From an optimization exercise on the open Yosys and OpenROAD flow, aimed at small area and a short achievable clock period; shortcuts taken in it are not production practice. Only simulation tests tie the RTL to the original design; equivalence was not proved. Power figures rest on the tool's default switching activity, not on a simulated workload.

// ALU_TOP
module ALU_TOP (
  input  wire [15:0] A_TOP,
  input  wire [15:0] B_TOP,
  input  wire [3:0]  ALU_FUN_TOP,
  input  wire        CLK_TOP,
  input  wire        RST_TOP,
  output wire [31:0] Arith_OUT_TOP,
  output wire        Carry_OUT_TOP,
  output wire        Arith_Flag_TOP,
  output wire [15:0] Logic_OUT_TOP,
  output wire        Logic_Flag_TOP,
  output wire [1:0]  CMP_OUT_TOP,
  output wire        CMP_Flag_TOP,
  output wire [15:0] Shift_OUT_TOP,
  output wire        Shift_Flag_TOP
);
  localparam DK = 11;             
  reg [15:0] a_r, b_r;
  reg [3:0]  f_r;
  reg [15:16-DK] dq_r;            
  reg [DK-1:0]   dr_r;            
  wire [15:16-DK] dq_d;
  wire [DK-1:0]   dr_d;
  always @(posedge CLK_TOP or negedge RST_TOP)
    if (!RST_TOP)
      f_r <= 4'b1000;
    else
      f_r <= ALU_FUN_TOP;
  always @(posedge CLK_TOP) begin
    a_r  <= A_TOP;
    b_r  <= B_TOP;
    dq_r <= dq_d;
    dr_r <= dr_d;
  end
  DECODER_UNIT U_decoder_unit (
    .ALU_FUN(ALU_FUN_TOP[3:2]),
    .Arith_Enable(Arith_Flag_TOP),
    .Logic_Enable(Logic_Flag_TOP),
    .CMP_Enable(CMP_Flag_TOP),
    .Shift_Enable(Shift_Flag_TOP)
  );
  DIV_HEAD #(.K(DK)) U_div_head (
    .A(A_TOP), .B(B_TOP), .Q(dq_d), .R(dr_d)
  );
  wire        sub = f_r[0] | f_r[3];
  wire [15:0] s;
  wire        c16;
  ARITHMETIC_UNIT #(.K(DK)) U_arithmetic_unit (
    .A(a_r), .B(b_r), .ALU_FUN(f_r[1:0]), .Arith_Enable(f_r[3:2] == 2'b00),
    .Sub(sub), .QH(dq_r), .RH(dr_r),
    .S(s), .C16(c16),
    .Arith_OUT(Arith_OUT_TOP), .Carry_OUT(Carry_OUT_TOP)
  );
  LOGIC_UNIT U_logic_unit (
  ...
==> flow/config.mk <==
export PLATFORM = sky130hd
export DESIGN_NAME = ALU_TOP
export DESIGN_NICKNAME = ALU_TOP
export VERILOG_FILES = /design/flow/design.v
export SDC_FILE = /design/flow/constraint.sdc
export NUM_CORES = 4
export LEC_CHECK = 0
export ABC_AREA = 1
export CAP_MARGIN = 20
export CORE_MARGIN = 2
export CORE_UTILIZATION = 60
export CTS_BUF_LIST = sky130_fd_sc_hd__clkbuf_8
export SLEW_MARGIN = 20
==> flow/constraint.sdc <==
create_clock -name core_clock -period 140.0 [get_ports {CLK_TOP}]
set_input_delay 28.0000 -clock core_clock [delete_from_list [all_inputs] [get_ports {CLK_TOP}]]
set_output_delay 28.0000 -clock core_clock [all_outputs]
set_load 0.01 [all_outputs]
standard.sh (not shown) runs the stock make flow with config.mk's settings and CLKGATE_MAP_FILE= SYNTH_SCRIPT=/design/flow/synth_recipe.tcl, a recipe that flattens the netlist after the stock synthesis.
==> flow/flow/run.sh <==
#!/bin/bash
# The standard layout (the standard.sh) with these changes:
# - the port buffers are sky130_fd_sc_hd__buf_1 cells;
# - Yosys's synth skips its generic "abc -fast" pass before full-adder
#   extraction (ABC still maps the design to cells afterwards);
# - ABC's area script (ABC_AREA = 1) is replaced by an area-recovering
#   mapping without ABC's buffering and sizing: strash; dch; amap; topo
#   (a copy of ORFS's scripts folder, with only abc_area.script changed);
# - CTS builds a clock tree of clkbuf_8 cells without dummy loads
#   (CTS_ARGS: -sink_clustering_enable -repair_clock_nets -buf_list sky130_fd_sc_hd__clkbuf_8 -dont_use_dummy_load);
# - buf_4 and larger plain buffers are added to the platform's don't-use
#   cells, so the repair steps buffer with smaller cells;
set -euo pipefail
cp -r "$FLOW_HOME/scripts" orfs_scripts
printf 'strash\ndch\namap\ntopo\n' > orfs_scripts/abc_area.script
export SCRIPTS_DIR="$PWD/orfs_scripts"
export BUFFER_PORTS_ARGS="-buffer_cell sky130_fd_sc_hd__buf_1"
export SYNTH_ARGS="-noabc"
export SETUP_SLACK_MARGIN=82.8
export DONT_USE_CELLS="sky130_fd_sc_hd__buf_4 sky130_fd_sc_hd__buf_6 sky130_fd_sc_hd__buf_8 sky130_fd_sc_hd__buf_12 sky130_fd_sc_hd__buf_16"
export CTS_ARGS="-sink_clustering_enable -repair_clock_nets -buf_list sky130_fd_sc_hd__clkbuf_8 -dont_use_dummy_load"
bash standard.sh > standard.log 2>&1
Then changed:
==> flow/flow/run.sh (replaced) <==
#!/bin/bash
# The standard layout (the standard.sh) with these changes:
# - the port buffers are sky130_fd_sc_hd__buf_1 cells;
# - Yosys's synth skips its generic "abc -fast" pass before full-adder
#   extraction (ABC still maps the design to cells afterwards);
# - ABC's area script (ABC_AREA = 1) is replaced by an area-recovering
#   mapping without ABC's buffering and sizing: strash; dch; map -a; strash; dch; map -a; topo
#   (a copy of ORFS's scripts folder, with only abc_area.script changed);
# - CTS builds a clock tree of clkbuf_8 cells without dummy loads
#   (CTS_ARGS: -sink_clustering_enable -repair_clock_nets -buf_list sky130_fd_sc_hd__clkbuf_8 -dont_use_dummy_load);
set -euo pipefail
cp -r "$FLOW_HOME/scripts" orfs_scripts
printf 'strash\ndch\nmap -a\nstrash\ndch\nmap -a\ntopo\n' > orfs_scripts/abc_area.script
export SCRIPTS_DIR="$PWD/orfs_scripts"
export BUFFER_PORTS_ARGS="-buffer_cell sky130_fd_sc_hd__buf_1"
export SYNTH_ARGS="-noabc"
export SETUP_SLACK_MARGIN=82.8
export CTS_ARGS="-sink_clustering_enable -repair_clock_nets -buf_list sky130_fd_sc_hd__clkbuf_8 -dont_use_dummy_load"
bash standard.sh > standard.log 2>&1
The new run finished clean.
Area after synthesis went up by 4.2%.
Sequential power barely changes.
Utilization went down by 1.5 points.
Power went up by 24%.
Hold slack is worse by 0.056 ns.
Via count went down by 8.7%.
Flip-flop and latch count is unchanged.
Global-route usage went down by 1.6 points.
Wire length went down by 4.1%.
Then changed:
--- a/flow/flow/run.sh
+++ b/flow/flow/run.sh
@@ -5,5 +5,5 @@
 #   extraction (ABC still maps the design to cells afterwards);
 # - ABC's area script (ABC_AREA = 1) is replaced by an area-recovering
-#   mapping without ABC's buffering and sizing: strash; dch; map -a; strash; dch; map -a; topo
+#   mapping without ABC's buffering and sizing: strash; dch; amap; topo
 #   (a copy of ORFS's scripts folder, with only abc_area.script changed);
 # - CTS builds a clock tree of clkbuf_8 cells without dummy loads
@@ -11,5 +11,5 @@
 set -euo pipefail
 cp -r "$FLOW_HOME/scripts" orfs_scripts
-printf 'strash\ndch\nmap -a\nstrash\ndch\nmap -a\ntopo\n' > orfs_scripts/abc_area.script
+printf 'strash\ndch\namap\ntopo\n' > orfs_scripts/abc_area.script
 export SCRIPTS_DIR="$PWD/orfs_scripts"
 export BUFFER_PORTS_ARGS="-buffer_cell sky130_fd_sc_hd__buf_1"
- CORE_UTILIZATION: 60 -> 72
- CTS_BUF_LIST: sky130_fd_sc_hd__clkbuf_8 -> not set
=> Non-clock buffer count went up by 23; design area went down by 1.6%; die area went down by about 20%; count of clock-buffer cells in the layout stays the same; final cell count barely changes; fmax barely changes.
Then changed:
--- a/flow/flow/run.sh
+++ b/flow/flow/run.sh
@@ -15,5 +15,5 @@
 export BUFFER_PORTS_ARGS="-buffer_cell sky130_fd_sc_hd__buf_1"
 export SYNTH_ARGS="-noabc"
-export SETUP_SLACK_MARGIN=82.8
+export SETUP_SLACK_MARGIN=81.5
 export CTS_ARGS="-sink_clustering_enable -repair_clock_nets -buf_list sky130_fd_sc_hd__clkbuf_8 -dont_use_dummy_load"
 bash standard.sh > standard.log 2>&1
- CORE_UTILIZATION: 72 -> 60
- CTS_BUF_LIST: not set -> sky130_fd_sc_hd__clkbuf_8
Outcome: Worst setup slack gets worse by 0.63 ns; combinational power came out lower by a few percent; power decreases by a few percent; die area climbs by about a fifth; sequential power barely changes.
Then changed:
--- a/flow/flow/run.sh
+++ b/flow/flow/run.sh
@@ -15,5 +15,5 @@
 export BUFFER_PORTS_ARGS="-buffer_cell sky130_fd_sc_hd__buf_1"
 export SYNTH_ARGS="-noabc"
-export SETUP_SLACK_MARGIN=81.5
+export SETUP_SLACK_MARGIN=82.3
 export CTS_ARGS="-sink_clustering_enable -repair_clock_nets -buf_list sky130_fd_sc_hd__clkbuf_8 -dont_use_dummy_load"
 bash standard.sh > standard.log 2>&1
Outcome: Total power went up by 0.37%; final cell count grows by 0.90%; worst setup slack gets better by 0.53 ns; wire length rose by 1.7%; synthesized cell count is unchanged; synthesized area is unchanged.
Then changed:
--- a/flow/flow/run.sh
+++ b/flow/flow/run.sh
@@ -15,5 +15,5 @@
 export BUFFER_PORTS_ARGS="-buffer_cell sky130_fd_sc_hd__buf_1"
 export SYNTH_ARGS="-noabc"
-export SETUP_SLACK_MARGIN=82.3
+export SETUP_SLACK_MARGIN=82.8
 export CTS_ARGS="-sink_clustering_enable -repair_clock_nets -buf_list sky130_fd_sc_hd__clkbuf_8 -dont_use_dummy_load"
 bash standard.sh > standard.log 2>&1
Effect: The new run ran to the end with no violations. Count of clock-buffer cells in the layout does not change. Global-route usage rose by 0.42 points. Power grows by 2.1%.

========
ALU_TOP, a different RTL version from the one above (not shown whole).
For scale: about 1400 cells after synthesis, about 110 I/O pins, about 12000 um^2 of cells after synthesis.
export LEC_CHECK = 0
export ABC_AREA = 1
export CAP_MARGIN = 20
export CORE_MARGIN = 2
export CORE_UTILIZATION = 60
export CTS_BUF_LIST = sky130_fd_sc_hd__clkbuf_8
export SLEW_MARGIN = 20
create_clock -name core_clock -period 140.0 [get_ports {CLK_TOP}]
==> flow/flow/run.sh <==
#!/bin/bash
# The standard layout (the standard.sh) with these changes:
# - the port buffers are sky130_fd_sc_hd__buf_1 cells;
# - Yosys's synth skips its generic "abc -fast" pass before full-adder
#   extraction (ABC still maps the design to cells afterwards);
# - ABC's area script (ABC_AREA = 1) is replaced by an area-recovering
#   mapping without ABC's buffering and sizing: strash; dch; map -a; strash; dch; map -a; topo
#   (a copy of ORFS's scripts folder, with only abc_area.script changed);
# - CTS builds a clock tree of clkbuf_8 cells, up to 20 registers per leaf buffer, without dummy loads
#   (CTS_ARGS: -sink_clustering_enable -repair_clock_nets -buf_list sky130_fd_sc_hd__clkbuf_8 -sink_clustering_size 20 -sink_clustering_max_diameter 100 -dont_use_dummy_load);
set -euo pipefail
cp -r "$FLOW_HOME/scripts" orfs_scripts
printf 'strash\ndch\nmap -a\nstrash\ndch\nmap -a\ntopo\n' > orfs_scripts/abc_area.script
export SCRIPTS_DIR="$PWD/orfs_scripts"
export BUFFER_PORTS_ARGS="-buffer_cell sky130_fd_sc_hd__buf_1"
export SYNTH_ARGS="-noabc"
export SETUP_SLACK_MARGIN=82.8
export CTS_ARGS="-sink_clustering_enable -repair_clock_nets -buf_list sky130_fd_sc_hd__clkbuf_8 -sink_clustering_size 20 -sink_clustering_max_diameter 100 -dont_use_dummy_load"
bash standard.sh > standard.log 2>&1
Rerun with:
--- a/flow/flow/run.sh
+++ b/flow/flow/run.sh
@@ -9,2 +9,2 @@
-# - CTS builds a clock tree of clkbuf_8 cells, up to 20 registers per leaf buffer, without dummy loads
-#   (CTS_ARGS: -sink_clustering_enable -repair_clock_nets -buf_list sky130_fd_sc_hd__clkbuf_8 -sink_clustering_size 20 -sink_clustering_max_diameter 100 -dont_use_dummy_load);
+# - CTS builds a clock tree of clkbuf_8 cells without dummy loads
+#   (CTS_ARGS: -sink_clustering_enable -repair_clock_nets -buf_list sky130_fd_sc_hd__clkbuf_8 -dont_use_dummy_load);
@@ -18 +18 @@
-export CTS_ARGS="-sink_clustering_enable -repair_clock_nets -buf_list sky130_fd_sc_hd__clkbuf_8 -sink_clustering_size 20 -sink_clustering_max_diameter 100 -dont_use_dummy_load"
+export CTS_ARGS="-sink_clustering_enable -repair_clock_nets -buf_list sky130_fd_sc_hd__clkbuf_8 -dont_use_dummy_load"
CTS_BUF_LIST = unset   (was sky130_fd_sc_hd__clkbuf_8)
GPL_TIMING_DRIVEN = 0   (was unset)
Total power climbs slightly.
Sequential power climbs by a few percent.
Design area climbs slightly.
Sequential cell count is unchanged.
Utilization climbs by 0.28 points.
Non-clock buffer count drops by 12.
Wire length climbs slightly.
Synthesized area is unchanged.
Critical path depth does not change.
Hold slack improved by 0.0092 ns.
Die area is unchanged.
Rerun with:
--- a/flow/flow/run.sh
+++ b/flow/flow/run.sh
@@ -7 +7 @@
-#   mapping without ABC's buffering and sizing: strash; dch; map -a; strash; dch; map -a; topo
+#   mapping without ABC's buffering and sizing: strash; dch; amap; topo
@@ -13 +13 @@
-printf 'strash\ndch\nmap -a\nstrash\ndch\nmap -a\ntopo\n' > orfs_scripts/abc_area.script
+printf 'strash\ndch\namap\ntopo\n' > orfs_scripts/abc_area.script
The changed run passed the timing, design-rule and antenna checks.
Area after synthesis fell by 2.7%.
Sequential power hardly moves.
Total power shrinks by 17%.
Worst hold slack got worse by 0.0052 ns.
Non-clock buffer count climbs by 13.
Cell area barely changes.
Rerun with:
==> flow/flow/run.sh (replaced) <==
#!/bin/bash
# The standard layout (the standard.sh) with these changes:
# - the port buffers are sky130_fd_sc_hd__buf_1 cells;
# - Yosys's synth skips its generic "abc -fast" pass before full-adder
#   extraction (ABC still maps the design to cells afterwards);
set -euo pipefail
export BUFFER_PORTS_ARGS="-buffer_cell sky130_fd_sc_hd__buf_1"
export SYNTH_ARGS="-noabc"
export SETUP_SLACK_MARGIN=82.8
bash standard.sh > standard.log 2>&1
GPL_TIMING_DRIVEN = unset   (was 0)
Global-route usage decreases by 3.7 points.
Non-clock buffer count went up by 1.
Worst setup slack gains 0.065 ns.
Critical path depth is unchanged.
Count of clock-buffer cells in the layout is unchanged.
Wire length shrinks by 3.3%.
Combinational power came out higher by 20%.

========
Another version of the RTL of ALU_TOP (not shown whole).
Size in the first run: about 1600 cells after synthesis, ~110 I/O pins.
## ALU_TOP
module ALU_TOP (
  input  wire [15:0] A_TOP,
  input  wire [15:0] B_TOP,
  input  wire [3:0]  ALU_FUN_TOP,
  input  wire        CLK_TOP,
  input  wire        RST_TOP,
  output wire [31:0] Arith_OUT_TOP,
  output wire        Carry_OUT_TOP,
  output wire        Arith_Flag_TOP,
  output wire [15:0] Logic_OUT_TOP,
  output wire        Logic_Flag_TOP,
  output wire [1:0]  CMP_OUT_TOP,
  output wire        CMP_Flag_TOP,
  output wire [15:0] Shift_OUT_TOP,
  output wire        Shift_Flag_TOP
);
  localparam DK = 11;             
  reg [15:0] a_r, b_r;
  reg [3:0]  f_r;
  reg [15:16-DK] dq_r;            
  reg [DK-1:0]   dr_r;            
  wire [15:16-DK] dq_d;
  wire [DK-1:0]   dr_d;
  always @(posedge CLK_TOP or negedge RST_TOP)
    if (!RST_TOP) begin
      a_r <= 16'b0;
      b_r <= 16'b0;
      f_r <= 4'b0;
    end else begin
      a_r <= A_TOP;
      b_r <= B_TOP;
      f_r <= ALU_FUN_TOP;
    end
  ...
clock: 140.0 ns
lec_check: 0
abc_area: 1
cap_margin: 20
core_margin: 2
core_utilization: 65
slew_margin: 20
run.sh (not shown) runs the stock make flow with config.mk's settings and CLKGATE_MAP_FILE= SYNTH_SCRIPT=/design/flow/synth_recipe.tcl, a recipe that flattens the netlist after the stock synthesis.
Stock flow here: none of the scripts above is used.
Change:
CORE_UTILIZATION = 40   (was 65)
What happened:
- The new run finished clean
- power went down by 4.8%
- hold slack is worse by 0.023 ns
- design area rose by 1.9%
- setup slack is better by 0.017 ns
- combinational power fell by about 7%
- sequential cell count stays the same
- sequential share of layout area went down by 0.16 points
- cell count increases by 9.6%

========
pepper:
ALU_TOP with an RTL version that a note above also has.
Size in the first run: roughly 1400 cells after synthesis, about 12000 um2 of cells after synthesis.
// ALU_TOP
module ALU_TOP (
  input  wire [15:0] A_TOP,
  input  wire [15:0] B_TOP,
  input  wire [3:0]  ALU_FUN_TOP,
  input  wire        CLK_TOP,
  input  wire        RST_TOP,
  output wire [31:0] Arith_OUT_TOP,
  output wire        Carry_OUT_TOP,
  output wire        Arith_Flag_TOP,
  output wire [15:0] Logic_OUT_TOP,
  output wire        Logic_Flag_TOP,
  output wire [1:0]  CMP_OUT_TOP,
  output wire        CMP_Flag_TOP,
  output wire [15:0] Shift_OUT_TOP,
  output wire        Shift_Flag_TOP
);
  localparam DK = 11;             
  reg [15:0] a_r, b_r;
  reg [3:0]  f_r;
  reg [15:16-DK] dq_r;            
  reg [DK-1:0]   dr_r;            
  wire [15:16-DK] dq_d;
  wire [DK-1:0]   dr_d;
  always @(posedge CLK_TOP or negedge RST_TOP)
    if (!RST_TOP)
      f_r <= 4'b1000;
    else
      f_r <= ALU_FUN_TOP;
  always @(posedge CLK_TOP) begin
    a_r  <= A_TOP;
    b_r  <= B_TOP;
    dq_r <= dq_d;
    dr_r <= dr_d;
  end
  DECODER_UNIT U_decoder_unit (
    .ALU_FUN(ALU_FUN_TOP[3:2]),
    .Arith_Enable(Arith_Flag_TOP),
    .Logic_Enable(Logic_Flag_TOP),
    .CMP_Enable(CMP_Flag_TOP),
    .Shift_Enable(Shift_Flag_TOP)
  );
  DIV_HEAD #(.K(DK)) U_div_head (
    .A(A_TOP), .B(B_TOP), .Q(dq_d), .R(dr_d)
  );
  wire        sub = f_r[0] | f_r[3];
  wire [15:0] s;
  wire        c16;
  ARITHMETIC_UNIT #(.K(DK)) U_arithmetic_unit (
    .A(a_r), .B(b_r), .ALU_FUN(f_r[1:0]), .Arith_Enable(f_r[3:2] == 2'b00),
  ...
==> flow/config.mk <==
export PLATFORM = sky130hd
export DESIGN_NAME = ALU_TOP
export DESIGN_NICKNAME = ALU_TOP
export VERILOG_FILES = /design/flow/design.v
export SDC_FILE = /design/flow/constraint.sdc
export NUM_CORES = 4
export LEC_CHECK = 0
export ABC_AREA = 1
export CAP_MARGIN = 20
export CORE_MARGIN = 2
export CORE_UTILIZATION = 50
export SLEW_MARGIN = 20
==> flow/constraint.sdc <==
create_clock -name core_clock -period 140.0 [get_ports {CLK_TOP}]
set_input_delay 28.0000 -clock core_clock [delete_from_list [all_inputs] [get_ports {CLK_TOP}]]
set_output_delay 28.0000 -clock core_clock [all_outputs]
set_load 0.01 [all_outputs]
standard.sh (not shown) runs the stock make flow with config.mk's settings and CLKGATE_MAP_FILE= SYNTH_SCRIPT=/design/flow/synth_recipe.tcl, a recipe that flattens the netlist after the stock synthesis.
==> flow/flow/run.sh <==
#!/bin/bash
# The standard layout (the standard.sh) with these changes:
# - the port buffers are sky130_fd_sc_hd__buf_1 cells;
# - Yosys's synth skips its generic "abc -fast" pass before full-adder
#   extraction (ABC still maps the design to cells afterwards);
# - ABC's area script (ABC_AREA = 1) is replaced by an area-recovering
#   mapping without ABC's buffering and sizing: strash; dch; amap; topo
#   (a copy of ORFS's scripts folder, with only abc_area.script changed);
# - CTS builds a clock tree of clkbuf_8 cells without dummy loads
#   (CTS_ARGS: -sink_clustering_enable -repair_clock_nets -buf_list sky130_fd_sc_hd__clkbuf_8 -dont_use_dummy_load);
set -euo pipefail
cp -r "$FLOW_HOME/scripts" orfs_scripts
printf 'strash\ndch\namap\ntopo\n' > orfs_scripts/abc_area.script
export SCRIPTS_DIR="$PWD/orfs_scripts"
export BUFFER_PORTS_ARGS="-buffer_cell sky130_fd_sc_hd__buf_1"
export SYNTH_ARGS="-noabc"
export SETUP_SLACK_MARGIN=82.8
export CTS_ARGS="-sink_clustering_enable -repair_clock_nets -buf_list sky130_fd_sc_hd__clkbuf_8 -dont_use_dummy_load"
bash standard.sh > standard.log 2>&1
Modified inputs, raven compared to pepper
# pepper
export LEC_CHECK = 0
export ABC_AREA = 1
export CAP_MARGIN = 20
export CORE_MARGIN = 2
export CORE_UTILIZATION = 50
export SLEW_MARGIN = 20
create_clock -name core_clock -period 140.0 [get_ports {CLK_TOP}]
# raven
export LEC_CHECK = 0
export ABC_AREA = 1
export CAP_MARGIN = 20
export CORE_MARGIN = 2
export CORE_UTILIZATION = 60
export CTS_BUF_LIST = sky130_fd_sc_hd__clkbuf_8
export SLEW_MARGIN = 20
create_clock -name core_clock -period 140.0 [get_ports {CLK_TOP}]
diff --git a/flow/flow/run.sh b/flow/flow/run.sh
--- a/flow/flow/run.sh
+++ b/flow/flow/run.sh
@@ -17 +17 @@
-export SETUP_SLACK_MARGIN=82.8
+export SETUP_SLACK_MARGIN=83.3
[summary]
On clock network fraction of design power, pepper and raven are basically level.
Going from pepper to raven, number of standard cells in the layout, taps in and fillers out moved down, cell area lower, internal portion of total power now smaller, wire length saw a decrease, worst setup slack saw a decrease.
Input changes introduced in willow (baseline for comparison: raven):
# raven
export LEC_CHECK = 0
export ABC_AREA = 1
export CAP_MARGIN = 20
export CORE_MARGIN = 2
export CORE_UTILIZATION = 60
export CTS_BUF_LIST = sky130_fd_sc_hd__clkbuf_8
export SLEW_MARGIN = 20
create_clock -name core_clock -period 140.0 [get_ports {CLK_TOP}]
# willow
export LEC_CHECK = 0
export ABC_AREA = 1
export CAP_MARGIN = 20
export CORE_MARGIN = 2
export CORE_UTILIZATION = 60
export GPL_ROUTABILITY_DRIVEN = 0
export SLEW_MARGIN = 20
create_clock -name core_clock -period 140.0 [get_ports {CLK_TOP}]
diff --git a/flow/flow/run.sh b/flow/flow/run.sh
--- a/flow/flow/run.sh
+++ b/flow/flow/run.sh
@@ -17 +17 @@
-export SETUP_SLACK_MARGIN=83.3
+export SETUP_SLACK_MARGIN=82.8
willow: no failed stages, no open violations at the end. Final standard cell area without fillers for willow: about 0.36% down relative to raven. Compared with raven, in willow final-layout fill cell count now smaller, data arrival at the endpoint of the critical path now sits at about the same level, total global-route track usage level. Net switching power: raven vs willow, no meaningful difference. Comparing willow and raven, area growth from synthesis to final layout is higher on raven. Count of antenna diodes in the layout: willow vs raven up 1. [compare] base=raven new=willow: sequential share of layout area has remained practically unchanged; flip-flop and latch count has remained practically unchanged; final core utilization has decreased.

-- separate check: timing with driven ports --
No port has a modelled driver above. Below, the same layouts with a new extraction and two added sets of constraints.
Step 1 (the two cells are an assumption about what drives the block):
set clk [get_ports {CLK_TOP}]
set_driving_cell -lib_cell sky130_fd_sc_hd__clkbuf_16 $clk
set_driving_cell -lib_cell sky130_fd_sc_hd__buf_2 [delete_from_list [all_inputs] $clk]
Step 2 moves the port delays by t, midway between the first and last clock arrival at a register: inputs arrive t later, outputs are due t later. That takes back most of the time a late clock gives input paths.
Slacks: no drivers / after step 1 / after step 2; pairs: no drivers / after step 1.
| run | t (ns) | setup slack, ns | hold WS [ns] | worst setup path after step 2 |
|---|---|---|---|---|
| the first run of note 1 | 0.360 | 83.487 / 83.465 / 83.465 | 27.499 / 27.490 / 27.851 | input to output |
| the second run of note 1 | 0.382 | 83.478 / 83.456 / 83.456 | 27.443 / 27.433 / 27.815 | input to output |
| the third run of note 1 | 0.367 | 83.366 / 83.340 / 83.289 | 27.483 / 27.480 / 27.847 | input to register |
| the fourth run of note 1 | 0.350 | 82.732 / 82.739 / 82.389 | 27.502 / 27.496 / 27.846 | input to register |
| the fifth run of note 1 | 0.351 | 83.258 / 83.265 / 82.914 | 27.503 / 27.498 / 27.848 | input to register |
| the sixth run of note 1 | 0.360 | 83.487 / 83.465 / 83.465 | 27.499 / 27.490 / 27.851 | input to output |
| the first run of note 2 | 0.357 | 83.449 / 83.429 / 83.429 | 27.475 / 27.469 / 27.826 | input to output |
| the second run of note 2 | 0.356 | 83.427 / 83.405 / 83.405 | 27.484 / 27.479 / 27.835 | input to output |
| the third run of note 2 | 0.380 | 83.479 / 83.453 / 83.453 | 27.479 / 27.466 / 27.846 | input to output |
| the fourth run of note 2 | 0.380 | 83.544 / 83.523 / 83.523 | 27.477 / 27.462 / 27.842 | input to output |
| the first run of note 3 | 0.377 | 82.724 / 82.703 / 82.703 | 27.820 / 27.819 / 28.196 | input to output |
| the second run of note 3 | 0.354 | 82.741 / 82.709 / 82.709 | 27.797 / 27.782 / 28.137 | input to output |
| pepper | 0.360 | 83.492 / 83.470 / 83.470 | 27.499 / 27.492 / 27.852 | input to output |
| raven | 0.365 | 83.476 / 83.455 / 83.455 | 27.499 / 27.488 / 27.853 | input to output |
| willow | 0.349 | 83.466 / 83.444 / 83.444 | 27.482 / 27.481 / 27.830 | input to output |
After both steps every run listed still meets setup and hold. The setup slack of the fifth run of note 1, which loses most, moves by +0.007 ns with the drivers and by -0.344 ns with both steps.
